From an optimization exercise on the open Yosys and OpenROAD flow, aimed at small area, a short achievable clock period and few clock cycles; shortcuts taken in it are not production practice.

==> flow/design.v (excerpt) <==
module UT_TOP (
    clk, rst_n, in_valid, in_time,
    out_valid, out_display, out_day
);
==> module UT_TOP, before the edit <==
module UT_TOP (
    clk, rst_n, in_valid, in_time,
    out_valid, out_display, out_day
);
input clk, rst_n, in_valid;
input [30:0] in_time;
output reg out_valid;
output reg [3:0] out_display;
output reg [2:0] out_day;
reg [4:0] cnt;                 
reg [27:0] S;                  
reg [4:0] hh;                  
reg [2:0] m1; reg [3:0] m0;    
reg [2:0] s1; reg [3:0] s0;    
reg [2:0] w;                   
reg [10:0] RB;                 
reg [2:0] yt; reg [3:0] yn;    
wire idle = (cnt == 5'd0);
wire ph_a = (cnt >= 5'd1) && (cnt <= 5'd4);
wire ph_b = (cnt >= 5'd5) && (cnt <= 5'd8);    
function [3:0] dec10; input [3:0] d;
    reg c;
    begin
        c = d[3] | d[2] & (d[1] | d[0]);
        dec10 = {c, d[3] & d[0] | ~c & d[2], d[1] & (~d[2] | d[0]) | d[3] & ~d[0], d[0] ^ c};
    end
endfunction
function [2:0] dec6; input [2:0] d;
    reg c;
    begin
        c = d[2] | d[1] & d[0];
        dec6 = {c, d[2] & d[0] | ~d[2] & d[1] & ~d[0], d[0] ^ c};
    end
endfunction
reg [4:0] th; reg [2:0] tm1; reg [3:0] tm0; reg [2:0] ts1; reg [3:0] ts0;
reg [27:0] tS; reg [6:0] qd;
reg [3:0] e0, e2; reg [2:0] e1, e3; reg c4;
integer k;
always @(*) begin
    th = hh; tm1 = m1; tm0 = m0; ts1 = s1; ts0 = s0; tS = S;
    for (k = 6; k >= 0; k = k - 1) begin
        e0 = dec10(ts0); e1 = dec6(ts1); e2 = dec10(tm0); e3 = dec6(tm1);
        c4 = th[4] | (th[3] & th[2]);
        ts0 = {e0[2:0], tS[27]};
        ts1 = {e1[1:0], e0[3]};
        tm0 = {e2[2:0], e1[2]};
        tm1 = {e3[1:0], e2[3]};
        th  = {th[4] & th[2] | ~c4 & th[3], c4 ? th[4] & ~th[2] : th[2], th[1:0], e3[2]};
        tS  = {tS[26:0], c4};
        qd[k] = c4;
    end
end
function [2:0] add7; input [2:0] a; input [2:0] b;
    reg [3:0] t;
    begin
        t = a + b;
        add7 = t[2:0] + t[3];
    end
endfunction
wire [2:0] w_n = add7(add7({w[1:0], w[2]}, S[5:3]), add7(S[2:0], {2'b0, S[6]}));
reg [1:0] bb;
always @(*) begin
    case (cnt[1:0])
    2'd1: bb = S[4:3];
    2'd2: bb = S[2:1];
    2'd3: bb = {S[0], 1'b1};
    default: bb = 2'b00;
    endcase
end
wire [11:0] x1 = {RB, bb[1]};
wire q1 = x1 >= 12'd1461;
wire [10:0] r1a = q1 ? x1 - 12'd1461 : x1[10:0];
wire [11:0] x2 = {r1a, bb[0]};
wire q2 = x2 >= 12'd1461;
wire [10:0] r2 = q2 ? x2 - 12'd1461 : x2[10:0];
wire [12:0] z = {RB, 1'b0};
wire [13:0] za1 = {1'b0, z} - 14'd1461;
wire q1s = ~za1[13];
wire [10:0] r1 = q1s ? za1[10:0] : z[10:0];
wire [3:0] ya = dec10({1'b0, yt});
wire [3:0] yb = dec10(yn);
wire [3:0] yc = dec10({ya[2:0], yb[3]});
wire [3:0] yd = dec10({yb[2:0], q1});
wire [2:0] yt_n = {yc[1:0], yd[3]};
wire [3:0] yn_n = {yd[2:0], q2};
wire y2k = S[14:0] >= 15'd10957;
wire [3:0] ytf = {yt, yn >= 4'd5};
wire leap = ~yn[0] & (yn[1] ^ yt[0]);         
wire [8:0] doy = RB[10:2];
wire late = doy >= (leap ? 9'd60 : 9'd59);
wire [8:0] d2 = doy + (late ? (leap ? 9'd1 : 9'd2) : 9'd0);
wire hi = d2 >= 9'd214;
wire [7:0] r = hi ? d2 - 9'd214 : d2;
wire [7:0] rs = RB[7:0];
wire [1:0] pair = rs >= 8'd183 ? 2'd3 : rs >= 8'd122 ? 2'd2 : rs >= 8'd61 ? 2'd1 : 2'd0;
wire [5:0] rr = rs - pair * 6'd61;
wire sec = rr >= 6'd31;
wire [4:0] d0 = sec ? rr - 6'd31 : rr;       
wire [3:0] mon = (RB[10] ? 4'd8 : 4'd1) + RB[9:7];
reg [3:0] dt, dn;
always @(*) begin
    if (RB[4:0] >= 5'd29)      begin dt = 3; dn = RB[4:0] - 5'd29; end
    else if (RB[4:0] >= 5'd19) begin dt = 2; dn = RB[4:0] - 5'd19; end
    else if (RB[4:0] >= 5'd9)  begin dt = 1; dn = RB[4:0] - 5'd9;  end
    else                       begin dt = 0; dn = RB[4:0] + 5'd1;  end
end
always @(posedge clk or negedge rst_n) begin
    if (!rst_n) cnt <= 0;
    else if (idle) cnt <= in_valid ? 5'd1 : 5'd0;
    else if (cnt == 5'd19) cnt <= 0;
    else cnt <= cnt + 1;
end
always @(posedge clk) begin
    if (idle) begin
        S <= in_time[27:0];
        hh <= 0; m1 <= 0; m0 <= 0; s1 <= 0; s0 <= {1'b0, in_time[30:28]};
    end else if (ph_a) begin
        S <= tS; hh <= th; m1 <= tm1; m0 <= tm0; s1 <= ts1; s0 <= ts0;
    end
end
always @(posedge clk) begin
    if (idle) w <= 3'd2;
    else if (cnt >= 5'd2 && cnt <= 5'd5) w <= w_n;
end
always @(posedge clk) begin
    if (cnt == 5'd4) begin
        RB <= {1'b0, tS[14:5]};
        yt <= 0; yn <= 0;
    end else if (ph_b && cnt != 5'd8) begin
        RB <= r2;
        yt <= yt_n; yn <= yn_n;
    end else if (ph_b) begin
        RB <= r1;
        yt <= {ya[1:0], yb[3]}; yn <= {yb[2:0], q1s};
    end else if (cnt == 5'd9)  RB <= {3'b0, r[7:0]} | {hi, 10'b0};
    else if (cnt == 5'd10) RB <= {RB[10], pair, sec, 2'b0, d0};
end
always @(posedge clk or negedge rst_n) begin
    if (!rst_n) begin
        out_valid <= 0; out_display <= 0; out_day <= 0;
    end else begin
        out_valid <= (cnt >= 5'd6);
        out_day <= (cnt >= 5'd6 && w != 3'd7) ? w : 3'd0;
        case (cnt)
        6:  out_display <= y2k ? 4'd2 : 4'd1;
        7:  out_display <= y2k ? 4'd0 : 4'd9;
        8:  out_display <= (ytf >= 4'd3) ? ytf - 4'd3 : ytf + 4'd7;
        9:  out_display <= yn;
        10: out_display <= {3'b0, RB[10] & (RB[7:0] >= 8'd61)};
        11: out_display <= (mon >= 4'd10) ? mon - 4'd10 : mon;
        12: out_display <= dt;
        13: out_display <= dn;
        14: out_display <= (hh >= 5'd20) ? 4'd2 : (hh >= 5'd10) ? 4'd1 : 4'd0;
        15: out_display <= (hh >= 5'd20) ? hh - 5'd20 : (hh >= 5'd10) ? hh - 5'd10 : hh;
        16: out_display <= {1'b0, m1};
        17: out_display <= m0;
        18: out_display <= {1'b0, s1};
        19: out_display <= s0;
        default: out_display <= 0;
        endcase
    end
end
endmodule
clock: 20.0 ns
lec_check: 0
abc_area: 1
cap_margin: 20
core_margin: 2
core_utilization: 70
slew_margin: 20
standard.sh (not shown) runs the stock make flow with config.mk's settings and CLKGATE_MAP_FILE= SYNTH_SCRIPT=/design/flow/synth_recipe.tcl, a recipe that flattens the netlist after the stock synthesis.
==> flow/flow/run.sh <==
#!/bin/bash
# Standard ORFS flow (the standard.sh), with the port buffers the standard flow's flow
# inserts on every input and output made from buf_2 cells instead of the
# default delay-buffer cell.
set -e
export BUFFER_PORTS_ARGS="-buffer_cell sky130_fd_sc_hd__buf_2"
bash standard.sh > standard.log 2>&1
==> next run, changes <==
--- a/flow/design.v
+++ b/flow/design.v
@@ -74,42 +74,38 @@
     end
 endfunction
 wire [2:0] w_n = add7(add7({w[1:0], w[2]}, S[5:3]), add7(S[2:0], {2'b0, S[6]}));
 reg [1:0] bb;
 always @(*) begin
     case (cnt[1:0])
-    2'd1: bb = S[4:3];
-    2'd2: bb = S[2:1];
-    2'd3: bb = {S[0], 1'b1};
+    2'd1: bb = S[4:3];            
+    2'd2: bb = S[9:8];            
+    2'd3: bb = {S[14], 1'b1};     
     default: bb = 2'b00;
     endcase
 end
 wire [11:0] x1 = {RB, bb[1]};
 wire q1 = x1 >= 12'd1461;
 wire [10:0] r1a = q1 ? x1 - 12'd1461 : x1[10:0];
 wire [11:0] x2 = {r1a, bb[0]};
 wire q2 = x2 >= 12'd1461;
 wire [10:0] r2 = q2 ? x2 - 12'd1461 : x2[10:0];
-wire [12:0] z = {RB, 1'b0};
-wire [13:0] za1 = {1'b0, z} - 14'd1461;
-wire q1s = ~za1[13];
-wire [10:0] r1 = q1s ? za1[10:0] : z[10:0];
 wire [3:0] ya = dec10({1'b0, yt});
 wire [3:0] yb = dec10(yn);
 wire [3:0] yc = dec10({ya[2:0], yb[3]});
 wire [3:0] yd = dec10({yb[2:0], q1});
 wire [2:0] yt_n = {yc[1:0], yd[3]};
 wire [3:0] yn_n = {yd[2:0], q2};
-wire y2k = S[14:0] >= 15'd10957;
 wire [3:0] ytf = {yt, yn >= 4'd5};
 wire leap = ~yn[0] & (yn[1] ^ yt[0]);         
 wire [8:0] doy = RB[10:2];
-wire late = doy >= (leap ? 9'd60 : 9'd59);
-wire [8:0] d2 = doy + (late ? (leap ? 9'd1 : 9'd2) : 9'd0);
-wire hi = d2 >= 9'd214;
-wire [7:0] r = hi ? d2 - 9'd214 : d2;
+wire late = {doy, ~leap} >= 10'd119;           
+wire hi   = {doy, ~leap} >= 10'd425;           
+wire [8:0] kadd = hi ? (leap ? -9'd213 : -9'd212) : late ? (leap ? 9'd1 : 9'd2) : 9'd0;
+wire [8:0] rsum = doy + kadd;
+wire [7:0] r = rsum[7:0];
 wire [7:0] rs = RB[7:0];
 wire [1:0] pair = rs >= 8'd183 ? 2'd3 : rs >= 8'd122 ? 2'd2 : rs >= 8'd61 ? 2'd1 : 2'd0;
 wire [5:0] rr = rs - pair * 6'd61;
 wire sec = rr >= 6'd31;
 wire [4:0] d0 = sec ? rr - 6'd31 : rr;       
 wire [3:0] mon = (RB[10] ? 4'd8 : 4'd1) + RB[9:7];
@@ -124,33 +120,38 @@
     if (!rst_n) cnt <= 0;
     else if (idle) cnt <= in_valid ? 5'd1 : 5'd0;
     else if (cnt == 5'd19) cnt <= 0;
     else cnt <= cnt + 1;
 end
 always @(posedge clk) begin
+    if (idle) S <= in_time[27:0];
+    else S <= tS;
+end
+always @(posedge clk) begin
     if (idle) begin
-        S <= in_time[27:0];
         hh <= 0; m1 <= 0; m0 <= 0; s1 <= 0; s0 <= {1'b0, in_time[30:28]};
     end else if (ph_a) begin
-        S <= tS; hh <= th; m1 <= tm1; m0 <= tm0; s1 <= ts1; s0 <= ts0;
+        hh <= th; m1 <= tm1; m0 <= tm0; s1 <= ts1; s0 <= ts0;
     end
 end
+reg y2k;
+always @(posedge clk) if (cnt == 5'd5) y2k <= S[14:0] >= 15'd10957;
 always @(posedge clk) begin
     if (idle) w <= 3'd2;
     else if (cnt >= 5'd2 && cnt <= 5'd5) w <= w_n;
 end
 always @(posedge clk) begin
     if (cnt == 5'd4) begin
         RB <= {1'b0, tS[14:5]};
         yt <= 0; yn <= 0;
     end else if (ph_b && cnt != 5'd8) begin
         RB <= r2;
         yt <= yt_n; yn <= yn_n;
     end else if (ph_b) begin
-        RB <= r1;
-        yt <= {ya[1:0], yb[3]}; yn <= {yb[2:0], q1s};
+        RB <= r1a;
+        yt <= {ya[1:0], yb[3]}; yn <= {yb[2:0], q1};
     end else if (cnt == 5'd9)  RB <= {3'b0, r[7:0]} | {hi, 10'b0};
     else if (cnt == 5'd10) RB <= {RB[10], pair, sec, 2'b0, d0};
 end
 always @(posedge clk or negedge rst_n) begin
     if (!rst_n) begin
         out_valid <= 0; out_display <= 0; out_day <= 0;
Outcome: Worst setup slack improved by 0.15 ns. Routed wire length came out lower by 12%. Final cell count came out lower by 6.6%. Global-route usage came out lower by 0.21 points. Register-to-register slack improved by 0.17 ns.
No functional check of the RTL was part of any run of this note.

==> static timing again, ports no longer ideal <==
No port has a modelled driver above. Below, the same layouts with a new extraction and two added sets of constraints. Step 1 assumes that a clkbuf_16 drives the clock port and a buf_2 every other input. Step 2 moves the port delays by t, midway between the first and last clock arrival at a register: inputs arrive t later, outputs are due t later. That takes back most of the time a late clock gives input paths. Slacks: no drivers / after step 1 / after step 2; pairs: no drivers / after step 1.
run	t, ns	slack for setup (ns)	worst setup path after step 2	worst data-port slew with drivers (ns)	cell pins on the clock port's net
the first run	0.391	14.972 / 14.972 / 14.972	register to register	0.04	1
the second run	0.406	15.120 / 15.080 / 15.140	register to register	0.04	1
After both steps setup and hold are still met in every run listed.
